This is an optimization exercise on Yosys and OpenROAD, whose aim is a short achievable clock period and few clock cycles, not a production implementation.
The RTL was checked by simulation tests, not by an equivalence proof against the original design.
Power and IR drop assume default switching activity.

**flow/config.mk**
```make
export PLATFORM = sky130hd
export DESIGN_NAME = PipeLineCPU
export DESIGN_NICKNAME = PipeLineCPU
export VERILOG_FILES = /design/flow/design.v
export SDC_FILE = /design/flow/constraint.sdc
export NUM_CORES = 4
export LEC_CHECK = 0
export CAP_MARGIN = 20
export CORE_MARGIN = 2
export CORE_UTILIZATION = 30
export PLACE_DENSITY = 0.5
export SETUP_SLACK_MARGIN = 5
export SLEW_MARGIN = 20
export TNS_END_PERCENT = 100
```
**flow/constraint.sdc**
```tcl
create_clock -name core_clock -period 11.0 [get_ports {clk}]
set_input_delay 2.2000 -clock core_clock [delete_from_list [all_inputs] [get_ports {clk}]]
set_output_delay 2.2000 -clock core_clock [all_outputs]
set_load 0.01 [all_outputs]
```
**flow/design.v**
```verilog
module PipeLineCPU(
    input         clk,
    input         rst_n,
    output [15:0] imem_addr,
    input  [31:0] imem_rdata,
    output [15:0] dmem_addr,
    output        dmem_we,
    output [31:0] dmem_wdata,
    input  [31:0] dmem_rdata,
    output        debug_wb_have_inst,
    output [31:0] debug_wb_pc,
    output        debug_wb_ena,
    output [4:0]  debug_wb_reg,
    output [31:0] debug_wb_value
    );
    localparam BN  = 8;              
    localparam TW  = 16;             
    reg  [31:0] pc;
    reg         btb_v   [0:BN-1];
    reg  [TW-1:0] btb_tag [0:BN-1];
    reg  [31:0] btb_tgt [0:BN-1];
    reg         btb_dir [0:BN-1];    
    reg         btb_ret [0:BN-1];    
    reg  [2:0]  btb_hist[0:BN-1];    
    reg  [15:0] btb_ctr [0:BN-1];    
    reg  [31:0] ras_q;               
    reg         ras_v;
    reg  [2:0]  btb_rr;              
    reg         d_valid;
    reg  [31:0] d_inst, d_pc, d_pc4, d_ptgt;
    reg         d_pt, d_hit;
    reg  [BN-1:0] d_m;               
    reg  [2:0]  d_h;
    reg  [15:0] d_c;
    reg         x_valid;
    reg  [31:0] x_a, x_b, x_sd, x_imm, x_pc, x_pc4, x_btgt, x_jcmp;
    reg  [31:0] m_fa, m_fb, m_fs;
    reg         x_s_add, x_s_sub, x_s_and, x_s_or, x_s_xor, x_s_sll, x_s_sr, x_s_slt, x_s_sltu, x_s_link;
    reg         x_sra;
    reg         x_c_eq, x_c_ne, x_c_lt, x_c_ge, x_c_ltu, x_c_geu, x_c_odd;
    reg  [4:0]  x_rd;
    reg         x_we, x_load, x_store, x_sw, x_br, x_jal, x_jalr;
    reg  [2:0]  x_f3;
    reg         x_pt, x_tok, x_fhit, x_rd0;
    reg  [BN-1:0] x_m;
    reg  [2:0]  x_h;
    reg  [15:0] x_c;
    reg  [31:0] x_ptgt;
    reg         m_valid;
    reg  [31:0] m_res, m_sd, m_pc;
    reg  [1:0]  m_off;
    reg  [4:0]  m_rd;
    reg         m_we, m_load, m_ssub, m_inrange;
    reg  [2:0]  m_f3;
    reg  [15:0] daddr_q;
    reg         dwe_q;
    reg  [31:0] dwdata_q;
    reg         u_en, u_taken, u_br, u_inval, u_jalr, u_rd0;
    reg  [BN-1:0] u_m;
    reg  [2:0]  u_h;
    reg  [15:0] u_c;
    reg  [31:0] u_pc, u_pc4, u_tgt;
    reg         w_valid, w_we;
    reg  [4:0]  w_rd;
    reg  [31:0] w_val, w_pc;
    reg  [31:0] rf [1:31];
    reg  [31:0] ld_val;
    function [31:0] ksadd;
        input [31:0] a;
        input [31:0] b;
        input        ci;
        reg   [31:0] p, gg, pp;
        integer i, k;
        begin
            p  = a ^ b;
            gg = a & b;
            pp = p;
            gg[0] = gg[0] | (p[0] & ci);
            for (k = 1; k < 32; k = k * 2)
                for (i = 31; i >= k; i = i - 1) begin
                    gg[i] = gg[i] | (pp[i] & gg[i-k]);
                    pp[i] = pp[i] & pp[i-k];
                end
            ksadd = p ^ {gg[30:0], ci};
        end
    endfunction
    function ltu_tree;
        input [31:0] a;
        input [31:0] b;
        reg   [31:0] l, e;
        integer i, k;
        begin
            l = ~a & b;
            e = ~(a ^ b);
            for (k = 1; k < 32; k = k * 2)
                for (i = 0; i < 32; i = i + 2 * k) begin
                    l[i] = l[i+k] | (e[i+k] & l[i]);
                    e[i] = e[i+k] & e[i];
                end
            ltu_tree = l[0];
        end
    endfunction
    wire [31:0]    pc4   = pc + 32'd4;
    reg  [BN-1:0]  f_mt;
    reg            f_hit, f_pt, f_ret;
    reg  [31:0]    f_tgt;
    reg  [2:0]     f_h;
    reg  [15:0]    f_c;
    integer fi;
    always @(*) begin
        f_hit = 1'b0; f_pt = 1'b0; f_ret = 1'b0; f_tgt = 32'd0;
        f_h = 3'd0; f_c = 16'd0;
        for (fi = 0; fi < BN; fi = fi + 1) begin
            f_mt[fi] = btb_v[fi] && (btb_tag[fi] == pc[17:2]);
            f_hit = f_hit | f_mt[fi];
            f_pt  = f_pt  | (f_mt[fi] & btb_dir[fi]);
            f_ret = f_ret | (f_mt[fi] & btb_ret[fi]);
            f_tgt = f_tgt | ({32{f_mt[fi]}} & btb_tgt[fi]);
            f_h   = f_h   | ({3{f_mt[fi]}} & btb_hist[fi]);
            f_c   = f_c   | ({16{f_mt[fi]}} & btb_ctr[fi]);
        end
    end
    wire [31:0]    f_ptgt = (f_ret && ras_v) ? ras_q : f_tgt;
    assign imem_addr = pc[17:2];
    wire           u_hit   = |u_m;
    wire           u_alloc = u_en & ~u_inval & (~u_br | u_taken) & ~u_hit;
    wire           u_upd   = u_en & ~u_inval & u_hit;
    wire [1:0]     u_co  = u_c[{u_h, 1'b0} +: 2];
    wire [1:0]     u_cn  = u_taken ? (u_co == 2'b11 ? 2'b11 : u_co + 2'b01)
                                   : (u_co == 2'b00 ? 2'b00 : u_co - 2'b01);
    reg  [15:0]    u_cnew;
    always @(*) begin
        u_cnew = u_c;
        u_cnew[{u_h, 1'b0} +: 2] = u_cn;
    end
    wire [2:0]     u_hn  = {u_h[1:0], u_taken};
    wire [6:0] op  = d_inst[6:0];
    wire [2:0] f3  = d_inst[14:12];
    wire [6:0] f7  = d_inst[31:25];
    wire [4:0] rd  = d_inst[11:7];
    wire [4:0] rs1 = d_inst[19:15];
    wire [4:0] rs2 = d_inst[24:20];
    wire is_alur  = op == 7'b0110011;
    wire is_alui  = op == 7'b0010011;
    wire is_load  = op == 7'b0000011;
    wire is_store = op == 7'b0100011;
    wire is_br    = op == 7'b1100011;
    wire is_jalr  = op == 7'b1100111 && f3 == 3'b000;
    wire is_lui   = op == 7'b0110111;
    wire is_auipc = op == 7'b0010111;
    wire is_jal   = op == 7'b1101111;
    wire uses1 = is_alur | is_alui | is_load | is_store | is_br | is_jalr;
    wire uses2 = is_alur | is_store | is_br;
    wire d_we  = is_alur | is_alui | is_load | is_jalr | is_lui | is_auipc | is_jal;
    wire [31:0] imm_i = {{20{d_inst[31]}}, d_inst[31:20]};
    wire [31:0] imm_s = {{20{d_inst[31]}}, d_inst[31:25], d_inst[11:7]};
    wire [31:0] imm_b = {{19{d_inst[31]}}, d_inst[31], d_inst[7], d_inst[30:25], d_inst[11:8], 1'b0};
    wire [31:0] imm_u = {d_inst[31:12], 12'b0};
    wire [31:0] imm_j = {{11{d_inst[31]}}, d_inst[31], d_inst[19:12], d_inst[20], d_inst[30:21], 1'b0};
    wire        shimm = is_alui && (f3 == 3'b001 || f3 == 3'b101);
    wire [31:0] imm_sh = {27'b0, d_inst[24:20]};
    wire [31:0] d_imm = is_store ? imm_s :
                        (is_lui | is_auipc) ? imm_u :
                        shimm ? imm_sh : imm_i;
    wire [31:0] d_jtgt = ksadd(d_pc, imm_j, 1'b0);
    wire [31:0] d_bbtgt = ksadd(d_pc, imm_b, 1'b0);
    wire [31:0] d_btgt = is_jal ? d_jtgt : d_bbtgt;
    wire        w_wr  = w_valid & w_we;
    wire [31:0] rf1   = (rs1 == 5'd0) ? 32'd0 : rf[rs1];
    wire [31:0] rf2   = (rs2 == 5'd0) ? 32'd0 : rf[rs2];
    wire [31:0] rb1   = (w_wr && w_rd == rs1 && rs1 != 5'd0) ? w_val : rf1;
    wire [31:0] rb2   = (w_wr && w_rd == rs2 && rs2 != 5'd0) ? w_val : rf2;
    wire x_wr = x_valid & x_we;
    wire m_wr = m_valid & m_we;
    wire m1 = x_wr && x_rd == rs1 && rs1 != 5'd0;
    wire m2 = x_wr && x_rd == rs2 && rs2 != 5'd0;
    wire w1 = m_wr && m_rd == rs1 && rs1 != 5'd0;
    wire w2 = m_wr && m_rd == rs2 && rs2 != 5'd0;
    wire [31:0] m_fwd = m_load ? ld_val : m_res;
    wire [31:0] rv1   = w1 ? m_fwd : rb1;
    wire [31:0] rv2   = w2 ? m_fwd : rb2;
    wire a_is_reg = ~(is_lui | is_auipc | is_jal);
    wire b_is_reg = is_alur | is_br;
    wire ld_use   = x_valid & x_load & (x_rd != 5'd0) &
                    ((uses1 && rs1 == x_rd) || (uses2 && rs2 == x_rd));
    wire mem_conf = x_valid & x_store & ~x_sw & (is_load | is_store);
    wire stall    = d_valid & (ld_use | mem_conf);
    reg s_add, s_sub, s_and, s_or, s_xor, s_sll, s_sr, s_sra, s_slt, s_sltu;
    always @(*) begin
        s_add = 1'b0; s_sub = 1'b0; s_and = 1'b0; s_or = 1'b0; s_xor = 1'b0;
        s_sll = 1'b0; s_sr = 1'b0; s_sra = 1'b0; s_slt = 1'b0; s_sltu = 1'b0;
        if (is_alur | is_alui) begin
            case (f3)
                3'b000: if (is_alur && f7 == 7'b0100000) s_sub = 1'b1; else s_add = 1'b1;
                3'b001: s_sll = 1'b1;
                3'b010: s_slt = 1'b1;
                3'b011: s_sltu = 1'b1;
                3'b100: s_xor = 1'b1;
                3'b101: if (f7 == 7'b0000000) s_sr = 1'b1;
                        else if (f7 == 7'b0100000) begin s_sr = 1'b1; s_sra = 1'b1; end
                        else s_add = 1'b1;
                3'b110: s_or = 1'b1;
                default: s_and = 1'b1;
            endcase
        end else if (is_load | is_store | is_lui | is_auipc) begin
            s_add = 1'b1;
        end
    end
    wire s_link = is_jal | is_jalr;
    wire d_nonctl_pt = d_pt & ~(is_br | is_jal | is_jalr);
    wire d_jal_miss  = is_jal & ~d_pt;
    wire d_bwd_miss  = is_br & ~d_hit & d_inst[31];
    wire d_redirect  = d_valid & ~stall & (d_nonctl_pt | d_jal_miss | d_bwd_miss);
    wire [31:0] d_rtgt = d_nonctl_pt ? d_pc4 : d_btgt;
    wire d_pt_eff = (is_jal | is_br) ? (d_pt | d_jal_miss | d_bwd_miss) : (is_jalr & d_pt);
    wire d_tok    = d_jal_miss | d_bwd_miss;    
    wire [31:0] A  = x_a  | m_fa;
    wire [31:0] B  = x_b  | m_fb;
    wire [31:0] SD = x_sd | m_fs;
    wire [31:0] sum  = ksadd(A, B, 1'b0);
    wire [31:0] dif  = ksadd(A, ~B, 1'b1);
    wire eq  = A == B;
    wire ltu = ltu_tree(A, B);
    wire lt  = ltu_tree({~A[31], A[30:0]}, {~B[31], B[30:0]});
    wire [31:0] shl  = A << B[4:0];
    wire [31:0] shr  = $signed({x_sra & A[31], A}) >>> B[4:0];
    wire [31:0] agu   = ksadd(A, x_imm, 1'b0);
    wire [31:0] x_res = ({32{x_s_add}}  & sum)       |
                        ({32{x_s_sub}}  & dif)       |
                        ({32{x_s_and}}  & (A & B))   |
                        ({32{x_s_or}}   & (A | B))   |
                        ({32{x_s_xor}}  & (A ^ B))   |
                        ({32{x_s_sll}}  & shl)       |
                        ({32{x_s_sr}}   & shr)       |
                        ({32{x_s_slt}}  & {31'b0, lt})  |
                        ({32{x_s_sltu}} & {31'b0, ltu}) |
                        ({32{x_s_link}} & x_pc4);
    wire x_taken = (x_c_eq & eq) | (x_c_ne & ~eq) | (x_c_lt & lt) | (x_c_ge & ~lt) |
                   (x_c_ltu & ltu) | (x_c_geu & ~ltu) | (x_c_odd & (A[0] ^ B[0]));
    wire x_tgt_ok   = x_tok | (x_ptgt == x_btgt);
    wire jalr_ok    = x_pt & (A == x_jcmp);
    wire jmiss      = (x_jal & ~x_tgt_ok) | (x_jalr & ~jalr_ok);
    wire redir_t    = x_valid & ((x_br & ~(x_pt & x_tgt_ok)) | jmiss);
    wire redir_n    = x_valid & ((x_br & x_pt) | jmiss);
    wire [31:0] tgt_t = x_jalr ? agu : x_btgt;
    wire [31:0] tgt_n = x_jalr ? agu : x_br ? x_pc4 : x_btgt;
    wire x_redirect = x_taken ? redir_t : redir_n;
    wire x_inrange = ~(|agu[31:23]) & ~(agu[22] & agu[21]);
    assign dmem_addr  = daddr_q;
    assign dmem_we    = dwe_q;
    assign dmem_wdata = dwdata_q;
    wire [31:0] rdw = m_inrange ? dmem_rdata : 32'd0;
    wire [7:0]  ld_b = m_off[1] ? (m_off[0] ? rdw[31:24] : rdw[23:16])
                                : (m_off[0] ? rdw[15:8]  : rdw[7:0]);
    wire [15:0] ld_h = m_off[1] ? rdw[31:16] : rdw[15:0];
    always @(*) begin
        case (m_f3)
            3'b100:  ld_val = {24'b0, ld_b};
            3'b001:  ld_val = {{16{ld_h[15]}}, ld_h};
            3'b101:  ld_val = {16'b0, ld_h};
            3'b010:  ld_val = rdw;
            default: ld_val = {{24{ld_b[7]}}, ld_b};
        endcase
    end
    reg [31:0] st_merge;
    always @(*) begin
        st_merge = dmem_rdata;
        if (m_f3 == 3'b001) begin
            if (m_off[1]) st_merge[31:16] = m_sd[15:0];
            else          st_merge[15:0]  = m_sd[15:0];
        end else begin
            case (m_off)
                2'b00: st_merge[7:0]   = m_sd[7:0];
                2'b01: st_merge[15:8]  = m_sd[7:0];
                2'b10: st_merge[23:16] = m_sd[7:0];
                default: st_merge[31:24] = m_sd[7:0];
            endcase
        end
    end
    wire m_rmw = m_valid & m_ssub;
    assign debug_wb_have_inst = w_valid;
    assign debug_wb_pc        = w_pc;
    assign debug_wb_ena       = w_we;
    assign debug_wb_reg       = w_rd;
    assign debug_wb_value     = w_val;
    reg [31:0] pc_norm;
    always @(*) begin
        if (stall)           pc_norm = pc;
        else if (d_redirect) pc_norm = d_rtgt;
        else if (f_pt)       pc_norm = f_ptgt;
        else                 pc_norm = pc4;
    end
    wire [31:0] pc_t = redir_t ? tgt_t : pc_norm;
    wire [31:0] pc_nt = redir_n ? tgt_n : pc_norm;
    wire [31:0] pc_n = x_taken ? pc_t : pc_nt;
    integer i;
    always @(posedge clk or negedge rst_n) begin
        if (~rst_n) begin
            pc      <= 32'd0;
            btb_rr  <= 3'd0;
            d_valid <= 1'b0;
            x_valid <= 1'b0;
            m_valid <= 1'b0;
            w_valid <= 1'b0;
            dwe_q   <= 1'b0;
            u_en    <= 1'b0;
            ras_v   <= 1'b0;
            for (i = 0; i < BN; i = i + 1) btb_v[i] <= 1'b0;
        end else begin
            pc      <= pc_n;
            d_valid <= x_redirect ? 1'b0 : stall ? d_valid : ~d_redirect;
            x_valid <= d_valid & ~stall & ~x_redirect;
            m_valid <= x_valid;
            w_valid <= m_valid;
            dwe_q   <= (x_valid & x_store & x_sw & x_inrange) | (m_rmw & m_inrange);
            u_en    <= x_valid & (x_br | x_jal | x_jalr | x_fhit);
            if (u_en & ~u_inval & ~u_br) begin
                if (~u_rd0)     ras_v <= 1'b1;
                else if (u_jalr) ras_v <= 1'b0;
            end
            if (u_alloc) begin
                btb_v[btb_rr] <= 1'b1;
                btb_rr <= btb_rr + 3'd1;
            end
            for (i = 0; i < BN; i = i + 1)
                if (u_en & u_inval & u_m[i]) btb_v[i] <= 1'b0;
        end
    end
    always @(posedge clk or negedge rst_n) begin
        if (~rst_n) begin
            for (i = 1; i < 32; i = i + 1) rf[i] <= 32'd0;
        end else if (w_valid & w_we & (w_rd != 5'd0)) begin
            rf[w_rd] <= w_val;
        end
    end
    always @(posedge clk) begin
        for (i = 0; i < BN; i = i + 1)
            if (u_upd ? u_m[i] : (u_alloc && btb_rr == i)) begin
                btb_tag[i]  <= u_pc[17:2];
                if (u_taken) btb_tgt[i] <= u_tgt;
                btb_dir[i]  <= ~u_br | ~u_hit | u_cnew[{u_hn, 1'b1}];
                btb_ret[i]  <= u_jalr & u_rd0;
                btb_hist[i] <= (u_br & u_hit) ? u_hn : 3'b001;
                btb_ctr[i]  <= (u_br & u_hit) ? u_cnew : 16'haaaa;
            end
        if (u_en & ~u_inval & ~u_br & ~u_rd0) ras_q <= u_pc4;
        if (~stall) begin
            d_inst <= imem_rdata;
            d_pc   <= pc;
            d_pc4  <= pc4;
            d_pt   <= f_pt;
            d_ptgt <= f_ptgt;
            d_hit  <= f_hit;
            d_m    <= f_mt;
            d_h    <= f_h;
            d_c    <= f_c;
        end
        x_a    <= (is_auipc | is_jal) ? d_pc : (is_lui | m1) ? 32'd0 : rv1;
        x_b    <= b_is_reg ? (m2 ? 32'd0 : rv2) : d_imm;
        x_sd   <= m2 ? 32'd0 : rv2;
        x_imm  <= d_imm;
        m_fa   <= (a_is_reg & m1) ? x_res : 32'd0;
        m_fb   <= (b_is_reg & m2) ? x_res : 32'd0;
        m_fs   <= m2 ? x_res : 32'd0;
        x_s_add <= s_add; x_s_sub <= s_sub; x_s_and <= s_and; x_s_or <= s_or;
        x_s_xor <= s_xor; x_s_sll <= s_sll; x_s_sr <= s_sr; x_sra <= s_sra;
        x_s_slt <= s_slt; x_s_sltu <= s_sltu; x_s_link <= s_link;
        x_c_eq  <= is_br & (f3 == 3'b000);
        x_c_ne  <= is_br & (f3 == 3'b001);
        x_c_odd <= is_br & (f3[2:1] == 2'b01);
        x_c_lt  <= is_br & (f3 == 3'b100);
        x_c_ge  <= is_br & (f3 == 3'b101);
        x_c_ltu <= is_br & (f3 == 3'b110);
        x_c_geu <= is_br & (f3 == 3'b111);
        x_rd    <= rd;
        x_we    <= d_we;
        x_load  <= is_load;
        x_store <= is_store;
        x_sw    <= f3 == 3'b010;
        x_f3    <= f3;
        x_br    <= is_br;
        x_jal   <= is_jal;
        x_jalr  <= is_jalr;
        x_pc    <= d_pc;
        x_pc4   <= d_pc4;
        x_btgt  <= d_btgt;
        x_jcmp  <= d_ptgt - imm_i;
        x_pt    <= d_pt_eff;
        x_tok   <= d_tok;
        x_ptgt  <= d_ptgt;
        x_rd0   <= rd == 5'd0;
        x_m     <= d_m;
        x_h     <= d_h;
        x_c     <= d_c;
        x_fhit  <= d_nonctl_pt;
        m_res    <= x_res;
        m_sd     <= SD;
        m_pc     <= x_pc;
        m_off    <= agu[1:0];
        m_rd     <= x_rd;
        m_we     <= x_we;
        m_load   <= x_load;
        m_ssub   <= x_store & ~x_sw;
        m_inrange <= x_inrange;
        m_f3     <= x_f3;
        daddr_q  <= m_rmw ? daddr_q : agu[17:2];
        dwdata_q <= m_rmw ? st_merge : SD;
        u_taken <= x_jal | x_jalr | (x_br & x_taken);
        u_br    <= x_br;
        u_inval <= ~(x_br | x_jal | x_jalr);
        u_jalr  <= x_jalr;
        u_m     <= x_m;
        u_h     <= x_h;
        u_c     <= x_c;
        u_rd0   <= x_rd0;
        u_pc    <= x_pc;
        u_pc4   <= x_pc4;
        u_tgt   <= x_jalr ? agu : x_btgt;
        w_we  <= m_we;
        w_rd  <= m_rd;
        w_pc  <= m_pc;
        w_val <= m_fwd;
    end
endmodule
```
**flow/flow/run.sh**
```bash
#!/bin/bash
set -euo pipefail
bash standard.sh SETUP_SLACK_MARGIN=8 finish > orfs_make.log 2>&1
```
**flow/standard.sh**
```bash
#!/bin/bash
# synth_recipe.tcl (not shown) runs the flow's synth.tcl, then flattens the netlist and writes it again
# the make line also repeats each setting of config.mk as NAME=value (left out here)
make -C /OpenROAD-flow-scripts/flow DESIGN_CONFIG=/design/flow/config.mk WORK_HOME=/design/flow/orfs CLKGATE_MAP_FILE= SYNTH_SCRIPT=/design/flow/synth_recipe.tcl "${@:-finish}"
```
==> results of run 1 <==
-- synthesized netlist by cell type, types with 34 or more instances --
master	instances
nand2b_1	47
nand3_1	184
clkbuf_1	583
and3_1	34
or2_2	88
o22ai_1	50
xnor2_1	173
o21ai_0	309
a21oi_1	362
a222oi_1	65
buf_2	50
nor2_1	602
a22oi_1	364
dfxtp_1	735
inv_1	233
a211oi_1	58
a21o_1	103
mux2i_1	73
a31oi_1	109
a221oi_1	452
ha_1	254
mux2_2	1057
o211ai_1	59
buf_1	116
nor2b_1	47
xor2_1	174
edfxtp_1	755
nand2_1	520
dfrtp_1	1042
a22o_1	439
o221ai_1	69
nor3_1	126
nor4_1	70
nand4_1	202
-- worst max-delay path, delay by kind of cell (launching register included) --
family	cells	cell delay [ns]
AOI/OAI and AO/OA	4	0.58
adders and majority gates	1	0.27
buffers and inverters	3	0.46
DFF	1	0.32
muxes	1	0.39
and+or+nand+nor	7	2.16
-- through the flow --
| step | setup WS (ns) | util | hold slack [ns] | cells |
|---|---|---|---|---|
| floorplan | 7.25 | - | 0.310 | 10119 |
| global placement | 5.58 | 0.326 | 0.310 | 15042 |
| detailed placement | 5.53 | 0.326 | 0.312 | 15044 |
| CTS | 6.71 | 0.403 | 0.260 | 16502 |
| global route | 6.65 | 0.424 | 0.285 | 16905 |
| finish | 6.66 | 0.425 | 0.256 | 16948 |
-- final cells by class --
cell class,instances,area (um^2),area share
diodes,57,143,0.000863
clock buffers,423,8480,0.0513
clock inverters,106,1450,0.00876
inverters,243,1050,0.00637
multi-input cells,6589,60900,0.368
flip-flops and latches,2532,63700,0.386
well taps,5197,6500,0.0393
repair buffers,1798,23000,0.139
repair inverters,3,42.5,0.000257
-- worst paths after layout --
check,slack [ns],endpoint,depth (start not counted),start
setup / recovery,6.66,pc[24]$_DFF_PN0_,16,x_a[27]$_DFF_P_
hold / removal,0.26,u_h[1]$_DFF_P_,0,x_h[1]$_DFF_P_
setup reg to reg,6.66,pc[24]$_DFF_PN0_,16,x_a[27]$_DFF_P_
hold reg to reg,0.26,u_h[1]$_DFF_P_,0,x_h[1]$_DFF_P_
max in group asynchronous,8.23,rf[19][28]$_DFFE_PN0P_,2,rst_n
min in group asynchronous,1.16,rf[6][14]$_DFFE_PN0P_,1,rst_n
-- power by group --
group,switching [mW],internal [mW],total (mW)
clock,4.30,6.03,10.3
sequential,1.29,10.7,12.0
combinational,3.43,2.35,5.78
-- registers in the layout, indices dropped and copies added (netlist names), 128 cells and up --
name	count
btb_ctr	128
btb_tgt	256
btb_tag	128
rf	992
-- layer usage --
metal,global-route usage,vias to the layer above,wire (um),part of all wire
li1,-,41518,-,-
met1,0.401,55258,250000,0.36
met2,0.453,9627,273000,0.40
met4,0.230,41,64700,0.094
met3,0.124,3016,96600,0.14
met5,0.0143,-,926,0.0014
-- what timing repair did --
action,in CTS,in global routing
endpoints found under the setup margin,2558,1498
setup buffers,813,352
hold buffers,0,0
pin swaps,542,572
gates cloned,116,37
resized for setup,2882,894
-- logic make-up (layout without fill, tap and decap cells) --
family,Yosys count,after routing,synth area share
AND/OR/NAND/NOR,2044,2059,0.0832
adder cells (fa/ha/maj),258,258,0.0277
AO/OA/AOI/OAI,2759,2761,0.175
other,0,57,0
flip-flops,2532,2532,0.540
XOR/XNOR,347,347,0.0259
multiplexers,1164,1164,0.114
buffers and inverters,1015,2573,0.0338
==> impl_metrics.py, run 1 <==
metrics = {
    "layout": {
        "layout_common_cells": "dfrtp_1, mux2_2, buf_4",
        "final_common_cell": "dfrtp_1",
        "fin_nets": 11784,
        "fill_cells": 35541,
        "drive_above_1_share": 0.419,
        "fin_area_um2": 165000,
        "synthToLayoutAreaGrowth_pct": 40.7,
    },
    "sta": {
        "slew_headroom": 0.144,
        "tns_ns": 0,
        "timing.fmax_mhz": 231,
        "rsz0062_at_grt": "true",
        "finalHoldViolCount": 0,
        "final_max_slew_viol_count": 0,
        "layout_min_cycle_time_ns": 4.34,
        "clock_skew_ns": 0.119,
        "tightest_slew_ns": 1.28,
        "setup_viol": 0,
        "period_share": 0.394,
    },
    "detailed_routing": {
        "drc": 0,
        "drt-pass1-iter-count": 13,
        "drt_wl_total_mm": 685,
        "viasPerCell": 6.46,
        "drt_iter0_drc": 19637,
        "vias": 109460,
        "drtAntennaViolNets": 0,
        "wire_per_inst_um": 40.4,
    },
    "floorplan": {
        "die_height_um": 630,
        "die-area_um2": 397000,
        "fp-row-count": 229,
        "pin_count": 202,
        "initial_utilization": 0.302,
        "fp.coreArea_um2": 389000,
        "die_w_um": 630,
    },
    "place": {
        "port_buffers": 201,
        "placed_area_um2": 127000,
        "place_hpwl_mm": 381,
        "finalWeightedCongestion": 0.969,
    },
    "critical_path": {
        "critPathRequiredTime_ns": 11.79,
        "crit_path_cell_trace": "or2_4, ha_4, or4_4, nor4_4, nand4_1, mux2_4, a21oi_4, nor4b_4, or2_4, buf_6, nand3_4, buf_12, o21ai_4, buf_6, a22oi_2, o221ai_1",
        "slowest_stage": "or4_4",
        "worstSetupStartpointType": "flip-flop",
        "max_stage_delay_ns": 0.57,
        "crit_path_end_kind": "flip-flop",
        "critical_path_class": "flip-flop to flip-flop",
        "arrival_ns": 5.13,
        "critPathMaxFanout": 5,
    },
    "global_routing": {
        "grt_max_degree": 164,
        "grt_pass1_wl_mm": 888,
        "grt_usage": 0.322,
        "antenna_found_initial": 92,
        "grt_pass1_vias": 101397,
        "globalRouteOverflowTotal": 0,
    },
    "logic_synthesis": {
        "async_flop_share": 0.412,
        "seq_area_frac_synth": 0.540,
        "synth_top_cell_by_area": "dfrtp_1",
        "synth-seq-cells": 2532,
        "synthTopCellsByArea": "dfrtp_1, edfxtp_1, dfxtp_1",
        "yosysWarnings": 9,
        "syn-instance-count": 10119,
        "synth_edf_count": 755,
        "synth_fp_nets": 10443,
        "ys.flop_type": "dfrtp_1",
        "syn-cell-area_um2": 117000,
        "synth_cell_type_count": 104,
        "synth_top_cell_area_share": 0.222,
        "avgSynthCellArea_um2": 11.6,
    },
    "run_status": {
        "status": "no timing/DRC/antenna violations",
    },
    "flow_run": {
        "maxCapViolations": 0,
    },
    "clock_tree": {
        "clk_path_buf_depth": 4,
        "clock_sinks": 2532,
        "numCtsBuffers": 293,
        "h-tree-depth": 5,
        "cts-root-buf": "clkbuf_16",
        "clkTransAtPathRegs_ns": 0.06,
        "clk_latency_ns": 1.01,
        "cts_tree": "done",
    },
    "power": {
        "cellPowerDensity_nw_per_um2": 170,
        "total_power_mw": 28.1,
        "leakage_nw": 67.3,
        "vdd_drop_max_mv": 0.138,
    },
    "worst_hold_path": {
        "min_path_type": "flip-flop to flip-flop",
    },
}
Testbench counts, summed over its fixed seeds: cycles 57,881.
==> run 2, diff against run 1 <==
--- a/flow/design.v
+++ b/flow/design.v
@@ -37,7 +37,7 @@
     reg  [31:0] m_fa, m_fb, m_fs;
     reg         x_s_add, x_s_sub, x_s_and, x_s_or, x_s_xor, x_s_sll, x_s_sr, x_s_slt, x_s_sltu, x_s_link;
     reg         x_sra;
-    reg         x_c_eq, x_c_ne, x_c_lt, x_c_ge, x_c_ltu, x_c_geu, x_c_odd;
+    reg         x_c_eq, x_c_lt, x_c_ltu, x_c_odd, x_c_neg;
     reg  [4:0]  x_rd;
     reg         x_we, x_load, x_store, x_sw, x_br, x_jal, x_jalr;
     reg  [2:0]  x_f3;
@@ -235,8 +235,8 @@
                         ({32{x_s_slt}}  & {31'b0, lt})  |
                         ({32{x_s_sltu}} & {31'b0, ltu}) |
                         ({32{x_s_link}} & x_pc4);
-    wire x_taken = (x_c_eq & eq) | (x_c_ne & ~eq) | (x_c_lt & lt) | (x_c_ge & ~lt) |
-                   (x_c_ltu & ltu) | (x_c_geu & ~ltu) | (x_c_odd & (A[0] ^ B[0]));
+    wire x_cond  = (x_c_eq & eq) | (x_c_lt & lt) | (x_c_ltu & ltu) | (x_c_odd & (A[0] ^ B[0]));
+    wire x_taken = x_cond ^ x_c_neg;
     wire x_tgt_ok   = x_tok | (x_ptgt == x_btgt);
     wire jalr_ok    = x_pt & (A == x_jcmp);
     wire jmiss      = (x_jal & ~x_tgt_ok) | (x_jalr & ~jalr_ok);
@@ -244,7 +244,7 @@
     wire redir_n    = x_valid & ((x_br & x_pt) | jmiss);
     wire [31:0] tgt_t = x_jalr ? agu : x_btgt;
     wire [31:0] tgt_n = x_jalr ? agu : x_br ? x_pc4 : x_btgt;
-    wire x_redirect = x_taken ? redir_t : redir_n;
+    wire x_redirect = x_cond ? (x_c_neg ? redir_n : redir_t) : (x_c_neg ? redir_t : redir_n);
     wire x_inrange = ~(|agu[31:23]) & ~(agu[22] & agu[21]);
     assign dmem_addr  = daddr_q;
     assign dmem_we    = dwe_q;
@@ -292,7 +292,9 @@
     end
     wire [31:0] pc_t = redir_t ? tgt_t : pc_norm;
     wire [31:0] pc_nt = redir_n ? tgt_n : pc_norm;
-    wire [31:0] pc_n = x_taken ? pc_t : pc_nt;
+    wire [31:0] pc_c1 = x_c_neg ? pc_nt : pc_t;
+    wire [31:0] pc_c0 = x_c_neg ? pc_t : pc_nt;
+    wire [31:0] pc_n = x_cond ? pc_c1 : pc_c0;
     integer i;
     always @(posedge clk or negedge rst_n) begin
         if (~rst_n) begin
@@ -365,13 +367,11 @@
         x_s_add <= s_add; x_s_sub <= s_sub; x_s_and <= s_and; x_s_or <= s_or;
         x_s_xor <= s_xor; x_s_sll <= s_sll; x_s_sr <= s_sr; x_sra <= s_sra;
         x_s_slt <= s_slt; x_s_sltu <= s_sltu; x_s_link <= s_link;
-        x_c_eq  <= is_br & (f3 == 3'b000);
-        x_c_ne  <= is_br & (f3 == 3'b001);
+        x_c_eq  <= is_br & (f3[2:1] == 2'b00);
         x_c_odd <= is_br & (f3[2:1] == 2'b01);
-        x_c_lt  <= is_br & (f3 == 3'b100);
-        x_c_ge  <= is_br & (f3 == 3'b101);
-        x_c_ltu <= is_br & (f3 == 3'b110);
-        x_c_geu <= is_br & (f3 == 3'b111);
+        x_c_lt  <= is_br & (f3[2:1] == 2'b10);
+        x_c_ltu <= is_br & (f3[2:1] == 2'b11);
+        x_c_neg <= is_br & f3[0] & (f3[2:1] != 2'b01);
         x_rd    <= rd;
         x_we    <= d_we;
         x_load  <= is_load;
==> impl_metrics.py, run 2 <==
metrics = {
    "clock_tree": {
        "clk_latency_ns": 0.96,
        "clk_path_buf_depth": 4,
        "cts-root-buf": "clkbuf_16",
        "ctsHoldBuffers": 0,
        "clock_sinks": 2530,
        "clkTransAtPathRegs_ns": 0.06,
        "cts_tree": "done",
        "h-tree-depth": 5,
        "numCtsBuffers": 291,
    },
    "critical_path": {
        "rr_startpoint": "x_a[7]$_DFF_P_",
        "slowest_stage": "nor4_4",
        "critPathRequiredTime_ns": 11.77,
        "max_stage_delay_ns": 0.43,
        "crit_buf_inv": 7,
        "worstSetupStartpointType": "flip-flop",
        "critPathMaxFanout": 23,
        "r2r-end": "pc[6]$_DFF_PN0_",
        "reg2reg_slack_ns": 6.81,
        "crit_path_end_kind": "flip-flop",
        "path_delay_family": "compound AO/OA/AOI/OAI gates",
        "ff2ff_path_depth": 17,
        "crit_path_cell_trace": "or2_4, ha_4, clkinvlp_4, buf_6, buf_6, a221oi_4, o211ai_1, o22ai_2, buf_6, a41oi_4, nor4_4, clkbuf_16, buf_6, o211ai_1, buf_4, o22a_1, o221a_2",
        "critical_path_class": "flip-flop to flip-flop",
        "arrival_ns": 4.96,
        "path_common_cell": "buf_6",
    },
    "layout": {
        "final_common_cell": "dfrtp_1",
        "largest_register": "rf",
        "layout_common_cells": "dfrtp_1, mux2_2, buf_4",
        "synthToLayoutAreaGrowth_pct": 37.9,
        "reg_top3": "rf (992), btb_tgt (256)",
        "fin_area_um2": 162000,
        "largest_reg_flops": 992,
        "fin_nets": 11887,
        "drive_above_1_share": 0.405,
    },
    "sta": {
        "clock_skew_ns": 0.0663,
        "period_share": 0.381,
        "finalHoldViolCount": 0,
        "rsz0062_at_grt": "true",
        "tns_ns": 0,
        "layout_min_cycle_time_ns": 4.19,
        "timing.fmax_mhz": 239,
        "tightest_slew_ns": 1.33,
        "slew_headroom": 0.111,
        "final_max_slew_viol_count": 0,
        "setup_viol": 0,
    },
    "logic_synthesis": {
        "async_flop_share": 0.412,
        "synth-seq-cells": 2530,
        "syn-instance-count": 10334,
        "yosys-top-cells-count": "mux2_2, dfrtp_1, a22oi_1, edfxtp_1, dfxtp_1",
        "syn-cell-area_um2": 117000,
        "synth_fp_nets": 10648,
        "seq_area_frac_synth": 0.540,
        "ys.flop_type": "dfrtp_1",
        "avgSynthCellArea_um2": 11.4,
        "synth_cell_type_count": 103,
        "synth_edf_count": 755,
        "yosysWarnings": 9,
        "yosysMostFrequentCell": "mux2_2",
        "synthTopCellsByArea": "dfrtp_1, edfxtp_1, dfxtp_1",
        "synth_top_cell_by_area": "dfrtp_1",
        "synth_top_cell_area_share": 0.222,
    },
    "power": {
        "vdd_drop_max_mv": 0.142,
        "p_sw_frac": 0.313,
        "p_comb_frac": 0.194,
        "leakage_nw": 66.0,
        "power.share.clock": 0.376,
        "internal_power_mw": 18.9,
        "p_switching_mw": 8.59,
        "cellPowerDensity_nw_per_um2": 170,
        "seqPwrFrac": 0.430,
    },
    "detailed_routing": {
        "drtAntennaViolNets": 0,
        "viasPerCell": 6.31,
        "drt-pass1-iter-count": 13,
        "vias": 107617,
        "drt_iter0_drc": 18063,
        "wire_per_inst_um": 38.9,
        "drc": 0,
        "drt_wl_total_mm": 663,
    },
    "floorplan": {
        "pin_count": 202,
        "fp.coreArea_um2": 389000,
        "initial_utilization": 0.302,
        "die_w_um": 630,
        "die-area_um2": 397000,
        "fp-row-count": 229,
        "die_height_um": 630,
    },
    "flow_run": {
        "maxCapViolations": 0,
    },
    "worst_hold_path": {
        "hold_end": "x_m[0]$_DFF_P_",
        "holdPathStages": 0,
        "min-delay-start": "d_m[0]$_DFFE_PN_",
        "min_path_type": "flip-flop to flip-flop",
    },
    "place": {
        "finalWeightedCongestion": 0.977,
        "place_hpwl_mm": 378,
        "port_buffers": 201,
        "placed_area_um2": 127000,
    },
    "global_routing": {
        "globalRouteOverflowTotal": 0,
        "grt_pass1_wl_mm": 875,
        "grt_max_degree": 177,
        "antenna_found_initial": 69,
        "grt_usage": 0.316,
        "grt_pass1_vias": 101474,
    },
    "run_status": {
        "status": "no timing/DRC/antenna violations",
    },
}
-- run 2: changes by cell type in the layout (fill, tap and decap cells not counted), sizes merged, moves of 52 or more --
| cell | delta |
|---|---|
| o21ai | +65 |
| a22oi | +533 |
| a221oi | -307 |
| a31oi | -52 |
| a22o | -291 |
| a21oi | +131 |
| nand2 | +63 |
-- run 2: cell type report --
type	count	area [um^2]
Inverter	251	1040
Fill cell	36148	227000
Timing Repair inverter	2	12.5
Clock inverter	120	1450
Multi-Input combinational cell	6788	59800
Tap cell	5197	6500
Sequential cell	2530	63700
Clock buffer	418	8610
Antenna cell	38	95.1
Timing Repair Buffer	1709	20800
-- run 2: cell families after synthesis --
| logic type | synth area share |
|---|---|
| DFF | 0.540 |
| xor gates and xnor gates | 0.0260 |
| buffers and inverters | 0.0345 |
| muxes | 0.113 |
| AOI/OAI and AO/OA | 0.172 |
| and+or+nand+nor | 0.0878 |
| adders and majority gates | 0.0268 |
-- run 2: worst max-delay path by stage --
stage,to,start,cells after the start,slack [ns]
floorplan,m_fs[29]$_SDFF_PN0_,m_fb[2]$_SDFF_PN0_,19,7.14
global placement,pc[9]$_DFF_PN0_,pc[4]$_DFF_PN0_,13,5.56
detailed placement,pc[20]$_DFF_PN0_,m_fa[30]$_SDFF_PN0_,14,5.64
CTS,m_fb[29]$_SDFF_PN0_,x_a[7]$_DFF_P_,13,6.96
global route,pc[6]$_DFF_PN0_,x_a[7]$_DFF_P_,18,6.81
finish,pc[6]$_DFF_PN0_,x_a[7]$_DFF_P_,17,6.81
-- run 2: repair_timing --
| item | 4_1_cts | 5_1_grt |
|---|---|---|
| gates cloned | 90 | 15 |
| pin swaps | 495 | 456 |
| gates resized for setup | 2890 | 720 |
| buffers inserted | 837 | 262 |
| endpoints found under the setup margin | 1922 | 1464 |
-- run 2: metal layers --
layer  track usage  wire (um)  vias up
li1              -          -    41615
met1         0.389     241000    54115
met2         0.449     268000     8945
met3         0.122      89100     2893
met4         0.230      63800       49
met5       0.00169        835        -
-- run 2: metrics by stage --
| step | utilization | instances | total power, mW | setup WS, ns | hold WS, ns |
|---|---|---|---|---|---|
| finish | 0.416 | 17053 | 27.5 | 6.81 | 0.312 |
| floorplan | - | 10334 | 13.3 | 7.14 | 0.310 |
| detailed placement | 0.327 | 15272 | 15.5 | 5.64 | 0.312 |
| global placement | 0.327 | 15271 | 15.5 | 5.56 | 0.310 |
| CTS | 0.400 | 16737 | 26.9 | 6.96 | 0.306 |
| global route | 0.416 | 17022 | 28.0 | 6.81 | 0.315 |
-- run 2: power groups by stage --
stage               Sequential (mW)  Combinational, mW  Clock (mW)
floorplan                      11.2               2.03           0
global placement               11.9               3.51           0
detailed placement             12.0               3.52           0
CTS                            11.7               4.78        10.4
global route                   11.8               5.46        10.7
finish                         11.8               5.32        10.3
Testbench counts of run 2, summed over its fixed seeds: cycles 57,881.
==> run 3, diff against run 2 <==
--- a/flow/design.v
+++ b/flow/design.v
@@ -225,16 +225,24 @@
     wire [31:0] shl  = A << B[4:0];
     wire [31:0] shr  = $signed({x_sra & A[31], A}) >>> B[4:0];
     wire [31:0] agu   = ksadd(A, x_imm, 1'b0);
-    wire [31:0] x_res = ({32{x_s_add}}  & sum)       |
-                        ({32{x_s_sub}}  & dif)       |
-                        ({32{x_s_and}}  & (A & B))   |
-                        ({32{x_s_or}}   & (A | B))   |
-                        ({32{x_s_xor}}  & (A ^ B))   |
-                        ({32{x_s_sll}}  & shl)       |
-                        ({32{x_s_sr}}   & shr)       |
-                        ({32{x_s_slt}}  & {31'b0, lt})  |
-                        ({32{x_s_sltu}} & {31'b0, ltu}) |
-                        ({32{x_s_link}} & x_pc4);
+    function [31:0] alu_pick;
+        input [9:0]  s;
+        input [31:0] r_add, r_sub, r_and, r_or, r_xor, r_sll, r_sr, r_link;
+        input        r_slt, r_sltu;
+        alu_pick = ({32{s[0]}} & r_add) | ({32{s[1]}} & r_sub) |
+                   ({32{s[2]}} & r_and) | ({32{s[3]}} & r_or)  |
+                   ({32{s[4]}} & r_xor) | ({32{s[5]}} & r_sll) |
+                   ({32{s[6]}} & r_sr)  | ({32{s[7]}} & {31'b0, r_slt}) |
+                   ({32{s[8]}} & {31'b0, r_sltu}) | ({32{s[9]}} & r_link);
+    endfunction
+    wire [9:0]  x_sel = {x_s_link, x_s_sltu, x_s_slt, x_s_sr, x_s_sll,
+                         x_s_xor, x_s_or, x_s_and, x_s_sub, x_s_add};
+    wire [31:0] x_res = alu_pick(x_sel, sum, dif, A & B, A | B, A ^ B, shl, shr, x_pc4, lt, ltu);
+    wire        g_fa  = a_is_reg & m1;
+    wire        g_fb  = b_is_reg & m2;
+    wire [31:0] res_fa = alu_pick(x_sel & {10{g_fa}}, sum, dif, A & B, A | B, A ^ B, shl, shr, x_pc4, lt, ltu);
+    wire [31:0] res_fb = alu_pick(x_sel & {10{g_fb}}, sum, dif, A & B, A | B, A ^ B, shl, shr, x_pc4, lt, ltu);
+    wire [31:0] res_fs = alu_pick(x_sel & {10{m2}},   sum, dif, A & B, A | B, A ^ B, shl, shr, x_pc4, lt, ltu);
     wire x_cond  = (x_c_eq & eq) | (x_c_lt & lt) | (x_c_ltu & ltu) | (x_c_odd & (A[0] ^ B[0]));
     wire x_taken = x_cond ^ x_c_neg;
     wire x_tgt_ok   = x_tok | (x_ptgt == x_btgt);
@@ -361,9 +369,9 @@
         x_b    <= b_is_reg ? (m2 ? 32'd0 : rv2) : d_imm;
         x_sd   <= m2 ? 32'd0 : rv2;
         x_imm  <= d_imm;
-        m_fa   <= (a_is_reg & m1) ? x_res : 32'd0;
-        m_fb   <= (b_is_reg & m2) ? x_res : 32'd0;
-        m_fs   <= m2 ? x_res : 32'd0;
+        m_fa   <= res_fa;
+        m_fb   <= res_fb;
+        m_fs   <= res_fs;
         x_s_add <= s_add; x_s_sub <= s_sub; x_s_and <= s_and; x_s_or <= s_or;
         x_s_xor <= s_xor; x_s_sll <= s_sll; x_s_sr <= s_sr; x_sra <= s_sra;
         x_s_slt <= s_slt; x_s_sltu <= s_sltu; x_s_link <= s_link;
==> impl_metrics.py, run 3 <==
metrics = {
    "run_status": {
        "status": "no timing/DRC/antenna violations",
    },
    "clock_tree": {
        "clkTransAtPathRegs_ns": 0.06,
        "h-tree-depth": 5,
        "clk_path_buf_depth": 4,
        "clock_sinks": 2530,
        "numCtsBuffers": 295,
        "cts_tree": "done",
        "cts-root-buf": "clkbuf_16",
        "clk_latency_ns": 1.01,
    },
    "place": {
        "finalWeightedCongestion": 1.02,
        "post-place-ws_ns": 5.65,
        "port_buffers": 201,
        "place_hpwl_mm": 391,
    },
    "logic_synthesis": {
        "synth-seq-cells": 2530,
        "synth_fp_nets": 10550,
        "ys.flop_type": "dfrtp_1",
        "yosys-top-cells-count": "mux2_2, dfrtp_1, a22oi_1, edfxtp_1, dfxtp_1",
        "async_flop_share": 0.412,
        "syn-instance-count": 10241,
        "yosysMostFrequentCell": "mux2_2",
        "synthTopCellsByArea": "dfrtp_1, edfxtp_1, dfxtp_1",
        "seq_area_frac_synth": 0.540,
        "synth_top_cell_by_area": "dfrtp_1",
        "yosysWarnings": 9,
        "synth_cell_type_count": 111,
        "syn-cell-area_um2": 117000,
        "synth_top_cell_area_share": 0.222,
        "avgSynthCellArea_um2": 11.5,
        "synth_edf_count": 755,
    },
    "layout": {
        "largest_reg_flops": 992,
        "fin_nets": 11975,
        "drive_above_1_share": 0.418,
        "synthToLayoutAreaGrowth_pct": 40.4,
        "reg_top3": "rf (992), btb_tgt (256)",
        "final_common_cell": "dfrtp_1",
        "layout_common_cells": "dfrtp_1, mux2_2, buf_4",
        "largest_register": "rf",
    },
    "power": {
        "total_power_mw": 27.0,
        "vdd_drop_max_mv": 0.154,
        "leakage_nw": 67.0,
        "cellPowerDensity_nw_per_um2": 164,
    },
    "critical_path": {
        "critPathRequiredTime_ns": 11.81,
        "crit_path_cell_trace": "buf_12, buf_4, nand2b_4, buf_4, nor2_4, buf_12, buf_12, buf_4, a22o_1, a221oi_2, nand4_1, o211ai_1, nand3_1, o21ai_2, nor2_2, mux2_4",
        "crit_buf_inv": 6,
        "reg2reg_slack_ns": 6.91,
        "rr_startpoint": "d_inst[23]$_DFFE_PN_",
        "crit_path_end": "x_b[14]$_DFF_P_",
        "critical_path_class": "flip-flop to flip-flop",
        "path_delay_family": "simple AND/OR/NAND/NOR gates",
        "max_stage_delay_ns": 0.83,
        "startpoint": "d_inst[23]$_DFFE_PN_",
        "worstSetupStartpointType": "flip-flop",
        "arrival_ns": 4.90,
        "worst-path-stages": 16,
        "crit_path_end_kind": "flip-flop",
        "slowest_stage": "nand4_1",
        "critPathMaxFanout": 7,
        "ff2ff_path_depth": 16,
        "r2r-end": "x_b[14]$_DFF_P_",
    },
    "global_routing": {
        "grt_pass1_vias": 103300,
        "grt_usage": 0.328,
        "grt_max_degree": 154,
        "antenna_found_initial": 75,
        "grt_pass1_wl_mm": 902,
        "globalRouteOverflowTotal": 0,
    },
    "detailed_routing": {
        "viasPerCell": 6.42,
        "drtAntennaViolNets": 0,
        "drc": 0,
        "drt_wl_total_mm": 687,
        "drt-pass1-iter-count": 15,
        "vias": 110228,
        "drt_iter0_drc": 20193,
        "wire_per_inst_um": 40.0,
    },
    "sta": {
        "finalHoldViolCount": 0,
        "layout_min_cycle_time_ns": 4.09,
        "tns_ns": 0,
        "tightest_slew_ns": 1.38,
        "final_max_slew_viol_count": 0,
        "rsz0062_at_grt": "true",
        "slew_headroom": 0.0758,
        "setup_viol": 0,
        "period_share": 0.372,
        "worst_slack_ns": 6.91,
        "timing.fmax_mhz": 245,
        "clock_skew_ns": 0.106,
    },
    "floorplan": {
        "die-area_um2": 396000,
        "fp.coreArea_um2": 389000,
        "die_w_um": 630,
        "pin_count": 202,
        "initial_utilization": 0.302,
        "die_height_um": 630,
        "fp-row-count": 229,
    },
    "worst_hold_path": {
        "min_path_type": "flip-flop to flip-flop",
    },
    "flow_run": {
        "maxCapViolations": 0,
    },
}
-- run 3: where the power goes --
part	internal (mW)	switching, mW
clock	5.90	4.35
combinational	2.07	3.00
sequential	10.5	1.09
-- run 3: final cells by class --
class                      count  area [um^2]
timing repair inverter         5         61.3
clock buffer                 424         8540
sequential                  2530        63700
tap                         5197         6500
multi-input combinational   6723        60600
inverter                     237         1010
timing repair buffer        1874        22800
clock inverter               114         1400
fill                       35549       225000
antenna                       72          180
-- run 3: layer usage --
layer | track usage | up-vias | wire length [um]
met2 | 0.453 | 9777 | 271000
li1 | - | 41867 | -
met4 | 0.244 | 37 | 67400
met1 | 0.408 | 55397 | 252000
met5 | 0.00314 | - | 743
met3 | 0.130 | 3150 | 95400
-- run 3: what timing repair did --
item	in CTS	in global routing
buffers inserted	922	308
gates cloned	123	12
hold buffers	0	0
resized for setup	2944	732
endpoints found under the setup margin	1927	1165
pin swaps	613	542
-- run 3: logic make-up after synthesis --
family | after synthesis | share of synthesized area
AOI/OAI and AO/OA | 2793 | 0.171
xor gates and xnor gates | 382 | 0.0285
adders and majority gates | 245 | 0.0263
buffers and inverters | 1011 | 0.0341
DFF | 2530 | 0.540
muxes | 1164 | 0.113
and+or+nand+nor | 2116 | 0.0873
-- run 3: through the flow --
stage / area (um^2) / cells / hold slack, ns / util
4_1_cts: 158000 / 16783 / 0.316 / 0.407
6_report: 165000 / 17176 / 0.322 / 0.423
2_1_floorplan: 119000 / 10241 / 0.310 / -
3_5_place_dp: 127000 / 15200 / 0.312 / 0.327
3_3_place_gp: 127000 / 15197 / 0.312 / 0.327
5_1_grt: 165000 / 17126 / 0.328 / 0.423
-- run 3: how the worst min path moves through the flow --
| stage | depth (start not counted) | endpoint | startpoint |
|---|---|---|---|
| 2_1_floorplan | 0 | m_f3[0]$_DFF_P_ | x_f3[0]$_DFF_P_ |
| 3_3_place_gp | 0 | u_c[4]$_DFF_P_ | x_c[4]$_DFF_P_ |
| 3_5_place_dp | 0 | m_pc[2]$_DFF_P_ | x_pc[2]$_DFF_P_ |
| 4_1_cts | 0 | m_pc[11]$_DFF_P_ | x_pc[11]$_DFF_P_ |
| 5_1_grt | 0 | u_c[3]$_DFF_P_ | x_c[3]$_DFF_P_ |
| 6_report | 0 | m_pc[20]$_DFF_P_ | x_pc[20]$_DFF_P_ |
Testbench counts of run 3, summed over its fixed seeds: cycles 57,881.
==> run 4, diff against run 3 <==
--- a/flow/design.v
+++ b/flow/design.v
@@ -166,10 +166,8 @@
     wire [31:0] d_bbtgt = ksadd(d_pc, imm_b, 1'b0);
     wire [31:0] d_btgt = is_jal ? d_jtgt : d_bbtgt;
     wire        w_wr  = w_valid & w_we;
-    wire [31:0] rf1   = (rs1 == 5'd0) ? 32'd0 : rf[rs1];
-    wire [31:0] rf2   = (rs2 == 5'd0) ? 32'd0 : rf[rs2];
-    wire [31:0] rb1   = (w_wr && w_rd == rs1 && rs1 != 5'd0) ? w_val : rf1;
-    wire [31:0] rb2   = (w_wr && w_rd == rs2 && rs2 != 5'd0) ? w_val : rf2;
+    wire        wb1   = w_wr && w_rd == rs1 && rs1 != 5'd0;
+    wire        wb2   = w_wr && w_rd == rs2 && rs2 != 5'd0;
     wire x_wr = x_valid & x_we;
     wire m_wr = m_valid & m_we;
     wire m1 = x_wr && x_rd == rs1 && rs1 != 5'd0;
@@ -177,10 +175,20 @@
     wire w1 = m_wr && m_rd == rs1 && rs1 != 5'd0;
     wire w2 = m_wr && m_rd == rs2 && rs2 != 5'd0;
     wire [31:0] m_fwd = m_load ? ld_val : m_res;
-    wire [31:0] rv1   = w1 ? m_fwd : rb1;
-    wire [31:0] rv2   = w2 ? m_fwd : rb2;
     wire a_is_reg = ~(is_lui | is_auipc | is_jal);
     wire b_is_reg = is_alur | is_br;
+    wire a_pc = is_auipc | is_jal;
+    wire a_ok = a_is_reg & ~m1;
+    wire a_mf = a_ok & w1;
+    wire a_wv = a_ok & ~w1 & wb1;
+    wire a_rf = a_ok & ~w1 & ~wb1 & (rs1 != 5'd0);
+    wire b_im = ~b_is_reg;
+    wire s_mf = ~m2 & w2;
+    wire s_wv = ~m2 & ~w2 & wb2;
+    wire s_rf = ~m2 & ~w2 & ~wb2 & (rs2 != 5'd0);
+    wire b_mf = b_is_reg & s_mf;
+    wire b_wv = b_is_reg & s_wv;
+    wire b_rf = b_is_reg & s_rf;
     wire ld_use   = x_valid & x_load & (x_rd != 5'd0) &
                     ((uses1 && rs1 == x_rd) || (uses2 && rs2 == x_rd));
     wire mem_conf = x_valid & x_store & ~x_sw & (is_load | is_store);
@@ -365,9 +373,11 @@
             d_h    <= f_h;
             d_c    <= f_c;
         end
-        x_a    <= (is_auipc | is_jal) ? d_pc : (is_lui | m1) ? 32'd0 : rv1;
-        x_b    <= b_is_reg ? (m2 ? 32'd0 : rv2) : d_imm;
-        x_sd   <= m2 ? 32'd0 : rv2;
+        x_a    <= ({32{a_pc}} & d_pc) | ({32{a_mf}} & m_fwd) |
+                  ({32{a_wv}} & w_val) | ({32{a_rf}} & rf[rs1]);
+        x_b    <= ({32{b_im}} & d_imm) | ({32{b_mf}} & m_fwd) |
+                  ({32{b_wv}} & w_val) | ({32{b_rf}} & rf[rs2]);
+        x_sd   <= ({32{s_mf}} & m_fwd) | ({32{s_wv}} & w_val) | ({32{s_rf}} & rf[rs2]);
         x_imm  <= d_imm;
         m_fa   <= res_fa;
         m_fb   <= res_fb;
==> impl_metrics.py, run 4 <==
metrics = {
    "run_status": {
        "status": "no timing/DRC/antenna violations",
    },
    "logic_synthesis": {
        "synth_top_cell_area_share": 0.226,
        "synth-seq-cells": 2530,
        "yosys-top-cells-count": "mux2_2, dfrtp_1, edfxtp_1, dfxtp_1, clkbuf_1",
        "synth_top_cell_by_area": "dfrtp_1",
        "synth_cell_type_count": 96,
        "syn-instance-count": 9826,
        "seq_area_frac_synth": 0.550,
        "async_flop_share": 0.412,
        "synth_fp_nets": 10138,
        "syn-cell-area_um2": 115000,
        "ys.flop_type": "dfrtp_1",
        "yosysWarnings": 9,
        "avgSynthCellArea_um2": 11.7,
        "synthTopCellsByArea": "dfrtp_1, edfxtp_1, dfxtp_1",
        "synth_edf_count": 755,
        "yosysMostFrequentCell": "mux2_2",
    },
    "critical_path": {
        "startpoint": "x_b[3]$_DFF_P_",
        "crit_path_end_kind": "flip-flop",
        "worstSetupStartpointType": "flip-flop",
        "arrival_ns": 4.86,
        "crit_path_cell_trace": "nor2_4, buf_12, buf_4, ha_4, inv_4, or3_4, a311oi_4, o211ai_1, and3_4, o221a_4, o2111ai_4, buf_6, a21oi_4, buf_12, nor2_4, clkbuf_16, nor2_2, a221oi_2",
        "slowest_stage": "dfxtp_4",
        "rr_startpoint": "x_b[3]$_DFF_P_",
        "max_stage_delay_ns": 0.40,
        "critPathMaxFanout": 7,
        "reg2reg_slack_ns": 6.96,
        "critical_path_class": "flip-flop to flip-flop",
        "critPathRequiredTime_ns": 11.81,
    },
    "clock_tree": {
        "cts_tree": "done",
        "clk_path_buf_depth": 4,
        "clock_sinks": 2530,
        "numCtsBuffers": 292,
        "h-tree-depth": 5,
        "clkTransAtPathRegs_ns": 0.06,
        "clk_latency_ns": 0.95,
        "cts-root-buf": "clkbuf_16",
    },
    "sta": {
        "hold-worst-slack_ns": 0.325,
        "finalHoldViolCount": 0,
        "rsz0062_at_grt": "true",
        "tns_ns": 0,
        "timing.fmax_mhz": 247,
        "setup_viol": 0,
        "period_share": 0.368,
        "final_max_slew_viol_count": 0,
        "worst_slack_ns": 6.96,
        "slew_headroom": 0.179,
        "tightest_slew_ns": 1.23,
        "clock_skew_ns": 0.0844,
        "layout_min_cycle_time_ns": 4.04,
    },
    "power": {
        "total_power_mw": 26.5,
        "vdd_drop_max_mv": 0.186,
        "cellPowerDensity_nw_per_um2": 170,
        "leakage_nw": 63.2,
    },
    "detailed_routing": {
        "drt-pass1-iter-count": 14,
        "drt_iter0_drc": 16207,
        "wire_per_inst_um": 38.7,
        "vias": 101923,
        "viasPerCell": 6.27,
        "drtAntennaViolNets": 0,
        "drc": 0,
        "drt_wl_total_mm": 629,
    },
    "global_routing": {
        "globalRouteOverflowTotal": 0,
        "grt-busiest-layer": "met2",
        "grt_pass1_vias": 96723,
        "use_met3": 0.108,
        "grt_pass1_wl_mm": 832,
        "antenna_found_initial": 59,
        "grt_max_degree": 156,
        "met2_usage": 0.443,
        "grt_usage": 0.307,
        "use_met1": 0.377,
    },
    "layout": {
        "largest_register": "rf",
        "synthToLayoutAreaGrowth_pct": 35.3,
        "reg_top3": "rf (992), btb_tgt (256)",
        "layout_common_cells": "dfrtp_1, mux2_2, edfxtp_1",
        "largest_reg_flops": 992,
        "fill_cells": 35620,
        "final_common_cell": "dfrtp_1",
        "fin_nets": 11257,
        "drive_above_1_share": 0.397,
        "fin_cells": 16249,
    },
    "place": {
        "port_buffers": 201,
        "dp_cells": 14658,
        "post-place-ws_ns": 5.66,
        "finalWeightedCongestion": 0.975,
        "place_hpwl_mm": 365,
    },
    "floorplan": {
        "pin_count": 202,
        "fp-row-count": 227,
        "die-area_um2": 389000,
        "initial_utilization": 0.301,
        "die_w_um": 624,
        "fp.coreArea_um2": 382000,
        "die_height_um": 624,
    },
    "worst_hold_path": {
        "min-delay-start": "x_c[5]$_DFF_P_",
        "min_path_type": "flip-flop to flip-flop",
    },
    "flow_run": {
        "maxCapViolations": 0,
    },
}
run 4: cell types whose count changed in the layout (fill, tap and decap cells not counted), moves of 87 or more:
| cell | change |
|---|---|
| xor2_1 | -87 |
| buf_4 | -182 |
| a221oi_1 | +101 |
| xnor2_1 | +87 |
| a22oi_1 | -177 |
| buf_12 | -119 |
run 4: where the power goes:
group	internal (mW)	total [mW]	switching (mW)	leakage, nW
logic	1.99	4.75	2.76	30.9
registers	10.6	11.7	1.10	27.5
clock network	5.79	10.0	4.25	4.76
total	18.4	26.5	8.11	63.2
run 4: path summary, 6_finish.rpt:
kind | to | cells past startpoint
min in group asynchronous | rf[23][16]$_DFFE_PN0P_ | 1
hold reg to reg | u_c[5]$_DFF_P_ | 0
setup reg to reg | pc[19]$_DFF_PN0_ | 18
max in group asynchronous | rf[27][12]$_DFFE_PN0P_ | 4
setup / recovery | pc[19]$_DFF_PN0_ | 18
hold / removal | u_c[5]$_DFF_P_ | 0
run 4: final cells by class:
class	count	area [um^2]	share of cell area
diodes	27	67.6	0.000433
clock buffers	419	8430	0.0541
clock inverters	114	1340	0.00857
inverters	251	1170	0.00751
multi-input cells	6327	56800	0.364
flip-flops and latches	2530	63700	0.408
well taps	5038	6300	0.0404
repair buffers	1539	18100	0.116
repair inverters	4	31.3	0.000201
run 4: worst max-delay path: cells and delay by family, from the launching register on:
family	cells	cell delay, ns
buffers and inverters	6	0.89
AND/OR/NAND/NOR	5	0.88
flip-flops	1	0.40
AO/OA/AOI/OAI	6	1.37
adder cells (fa/ha/maj)	1	0.36
run 4: timing repair:
item	in CTS	in global routing
cloned	76	22
pin swaps	364	332
resized for setup	2685	614
setup endpoints to repair	2169	1493
hold buffers	0	0
setup buffers	671	262
run 4: kinds of logic (layout without fill, tap and decap cells):
family                   count (synthesis)  after routing  synth area share
adder cells (fa/ha/maj)                247            247            0.0271
flip-flops                            2530           2530             0.550
buffers and inverters                  979           2327            0.0331
AND/OR/NAND/NOR                       1946           1954            0.0811
other                                    0             27                 0
AO/OA/AOI/OAI                         2571           2573             0.164
XOR/XNOR                               386            386            0.0293
multiplexers                          1167           1167             0.115
run 4: layer usage:
metal,routed length (um),vias up
met1,230000,51552
met4,59700,44
met3,79100,2574
li1,-,39676
met5,752,-
met2,259000,8077
run 4: stage by stage:
step | area, um^2 | util
after floorplan | 116000 | -
after detailed placement | 125000 | 0.327
after CTS | 150000 | 0.393
after global placement | 125000 | 0.327
after global routing | 156000 | 0.408
final | 156000 | 0.408
Testbench counts of run 4, summed over its fixed seeds: cycles 57,881.
==> run 5, diff against run 4 <==
--- a/flow/config.mk
+++ b/flow/config.mk
@@ -7,8 +7,8 @@
 export LEC_CHECK = 0
 export CAP_MARGIN = 20
 export CORE_MARGIN = 2
-export CORE_UTILIZATION = 30
-export PLACE_DENSITY = 0.5
+export CORE_UTILIZATION = 35
+export PLACE_DENSITY = 0.55
 export SETUP_SLACK_MARGIN = 5
 export SLEW_MARGIN = 20
 export TNS_END_PERCENT = 100
==> impl_metrics.py, run 5 <==
metrics = {
    "critical_path": {
        "path_common_cell": "buf_12",
        "worstSetupStartpointType": "flip-flop",
        "critPathRequiredTime_ns": 11.78,
        "critical_path_class": "flip-flop to flip-flop",
        "critPathMaxFanout": 7,
        "slowest_stage": "a311oi_4",
        "arrival_ns": 4.88,
        "max_stage_delay_ns": 0.36,
    },
    "sta": {
        "clock_skew_ns": 0.0867,
        "final_max_slew_viol_count": 0,
        "slew_headroom": 0.147,
        "layout_min_cycle_time_ns": 4.10,
        "setup_viol": 0,
        "tns_ns": 0,
        "hold-worst-slack_ns": 0.289,
        "finalHoldViolCount": 0,
        "period_share": 0.373,
        "rsz0062_at_grt": "true",
    },
    "detailed_routing": {
        "drt_iter0_drc": 19946,
        "drt-pass1-iter-count": 17,
        "drt_wl_total_mm": 630,
        "drtAntennaViolNets": 0,
        "drc": 0,
        "wire_per_inst_um": 40.3,
        "viasPerCell": 6.70,
    },
    "flow_run": {
        "maxCapViolations": 0,
    },
    "global_routing": {
        "grt_max_degree": 164,
        "globalRouteOverflowTotal": 0,
        "grt_pass1_wl_mm": 825,
        "grt_usage": 0.356,
    },
    "clock_tree": {
        "clock_sinks": 2530,
        "clk_latency_ns": 0.95,
        "numCtsBuffers": 284,
        "clkTransAtPathRegs_ns": 0.06,
        "h-tree-depth": 5,
    },
    "place": {
        "place_hpwl_mm": 350,
    },
    "layout": {
        "final_common_cell": "dfrtp_1",
        "largest_reg_flops": 992,
        "layout_common_cells": "dfrtp_1, mux2_2, edfxtp_1",
        "synthToLayoutAreaGrowth_pct": 36.5,
        "largest_register": "rf",
        "fill_cells": 28607,
    },
    "logic_synthesis": {
        "synthMuxAreaShare": 0.115,
        "async_flop_share": 0.412,
        "synth_top_cell_by_area": "dfrtp_1",
        "seq_area_frac_synth": 0.550,
        "synth_cell_type_count": 96,
        "synth_edf_count": 755,
        "synth_xor_area_frac": 0.0293,
        "syn-instance-count": 9826,
        "synth_compound_area_frac": 0.164,
        "synthSimpleGateAreaFrac": 0.0811,
        "yosysWarnings": 9,
        "synth-seq-cells": 2530,
        "yosysMostFrequentCell": "mux2_2",
        "synth_top_family_by_area": "compound AO/OA/AOI/OAI gates",
        "ys.flop_type": "dfrtp_1",
        "synth_fa_ha_area_frac": 0.0271,
        "synth_top_cell_area_share": 0.226,
    },
    "power": {
        "leakage_nw": 64.2,
        "seqPwrFrac": 0.439,
        "power.share.clock": 0.376,
        "internal_power_mw": 18.4,
        "p_switching_mw": 8.18,
        "p_comb_frac": 0.185,
        "vdd_drop_max_mv": 0.132,
    },
    "run_status": {
        "status": "no timing/DRC/antenna violations",
    },
    "floorplan": {
        "fp-row-count": 210,
        "die_w_um": 578,
        "die_height_um": 578,
        "pin_count": 202,
    },
}
run 5: cell count changes in the layout (fill, tap and decap cells not counted), sizes merged, moves of 2 or more:
cell / previous run / this run
and2: 57 / 55
buf: 1438 / 1514
bufbuf: 46 / 56
bufinv: 19 / 27
clkbuf: 442 / 411
clkdlybuf4s15: 0 / 3
clkinv: 68 / 65
clkinvlp: 37 / 31
diode: 27 / 39
inv: 245 / 253
nand2: 493 / 495
or2: 75 / 77
run 5: cell type report:
cell class	count	area, um^2	area share
clock inverters	123	1500	0.00953
flip-flops and latches	2530	63600	0.405
repair buffers	1630	19900	0.127
repair inverters	2	25.0	0.000159
well taps	4346	5440	0.0346
multi-input cells	6330	57400	0.365
clock buffers	386	8130	0.0517
inverters	251	1100	0.00702
diodes	39	97.6	0.000620
run 5: critical path: cells and delay by family (launching register included):
family	cells	cell delay, ns
AND/OR/NAND/NOR	5	0.98
adder cells (fa/ha/maj)	1	0.28
AO/OA/AOI/OAI	7	1.60
flip-flops	1	0.33
buffers and inverters	5	0.77
run 5: metal layers:
layer,global-route usage,routed length [um],vias to the layer above
met5,0.0108,1290,-
met4,0.269,61600,54
met3,0.146,90900,3115
met2,0.499,252000,9290
met1,0.435,224000,52499
li1,-,-,39828
run 5: final timing paths:
check / startpoint / end / slack, ns / cells after the start
worst max-delay path: m_fa[4]$_DFF_P_ / pc[19]$_DFF_PN0_ / 6.90 / 18
worst min-delay path: d_m[6]$_DFFE_PN_ / x_m[6]$_DFF_P_ / 0.29 / 0
worst max register to register: m_fa[4]$_DFF_P_ / pc[19]$_DFF_PN0_ / 6.90 / 18
worst min register to register: d_m[6]$_DFFE_PN_ / x_m[6]$_DFF_P_ / 0.29 / 0
max in group asynchronous: rst_n / rf[22][1]$_DFFE_PN0P_ / 8.14 / 2
min in group asynchronous: rst_n / rf[2][17]$_DFFE_PN0P_ / 1.22 / 1
run 5: kinds of logic after synthesis:
kind of cell | Yosys count
buffers and inverters | 979
DFF | 2530
adders and majority gates | 247
AOI/OAI and AO/OA | 2571
and+or+nand+nor | 1946
muxes | 1167
xor gates and xnor gates | 386
run 5: power by group through the flow:
stage / sequential [mW] / clock (mW) / combinational [mW]
2_1_floorplan: 11.1 / 0 / 1.86
3_3_place_gp: 11.8 / 0 / 3.24
3_5_place_dp: 11.8 / 0 / 3.24
4_1_cts: 11.6 / 10.0 / 4.33
5_1_grt: 11.7 / 10.4 / 5.02
6_report: 11.7 / 10.0 / 4.92
run 5: repair_timing:
item | CTS | global route
gates resized for setup | 2664 | 820
hold endpoints to repair | 0 | 0
gates cloned | 96 | 25
endpoints found under the setup margin | 2025 | 1083
setup buffers | 708 | 305
pin swaps | 375 | 460
run 5: stage by stage:
stage                     worst slack (ns)  instance area [um^2]   util  std cells
after floorplan                       6.95                116000      -       9826
after global placement                5.81                124000  0.378      13953
after detailed placement              5.85                124000  0.378      13954
after CTS                             7.04                150000  0.458      15267
after global routing                  6.87                157000  0.480      15607
final                                 6.90                157000  0.481      15637

==> re-timing with driven ports <==
In the flow no input, the clock included, has a driving cell. The finished layouts below were timed again as built, in two steps. Step 1 (the two cells are an assumption about what drives the block):
set clk [get_ports {clk}]
set_driving_cell -lib_cell sky130_fd_sc_hd__clkbuf_16 $clk
set_driving_cell -lib_cell sky130_fd_sc_hd__buf_2 [delete_from_list [all_inputs] $clk]
Step 2, shift: input delay + t, output delay - t, t = (earliest + latest rising clock arrival at the registers) / 2. This alone moves slack from input paths to output paths. Slacks: no drivers / after step 1 / after step 2; pairs: no drivers / after step 1.
run	shift t [ns]	setup slack, ns	cell pins on the clock port's net
run 1	1.034	6.662 / 6.662 / 6.662	1
run 2	1.031	6.813 / 6.813 / 6.663	1
run 3	1.063	6.912 / 6.912 / 6.650	1
run 4	1.026	6.955 / 6.955 / 6.269	1
run 5	1.017	6.898 / 6.898 / 6.384	1
After both steps setup and hold are still met in every run listed. For run 4, which loses most, drivers alone change the setup slack by 0.000 ns; drivers and shift together by -0.686 ns.
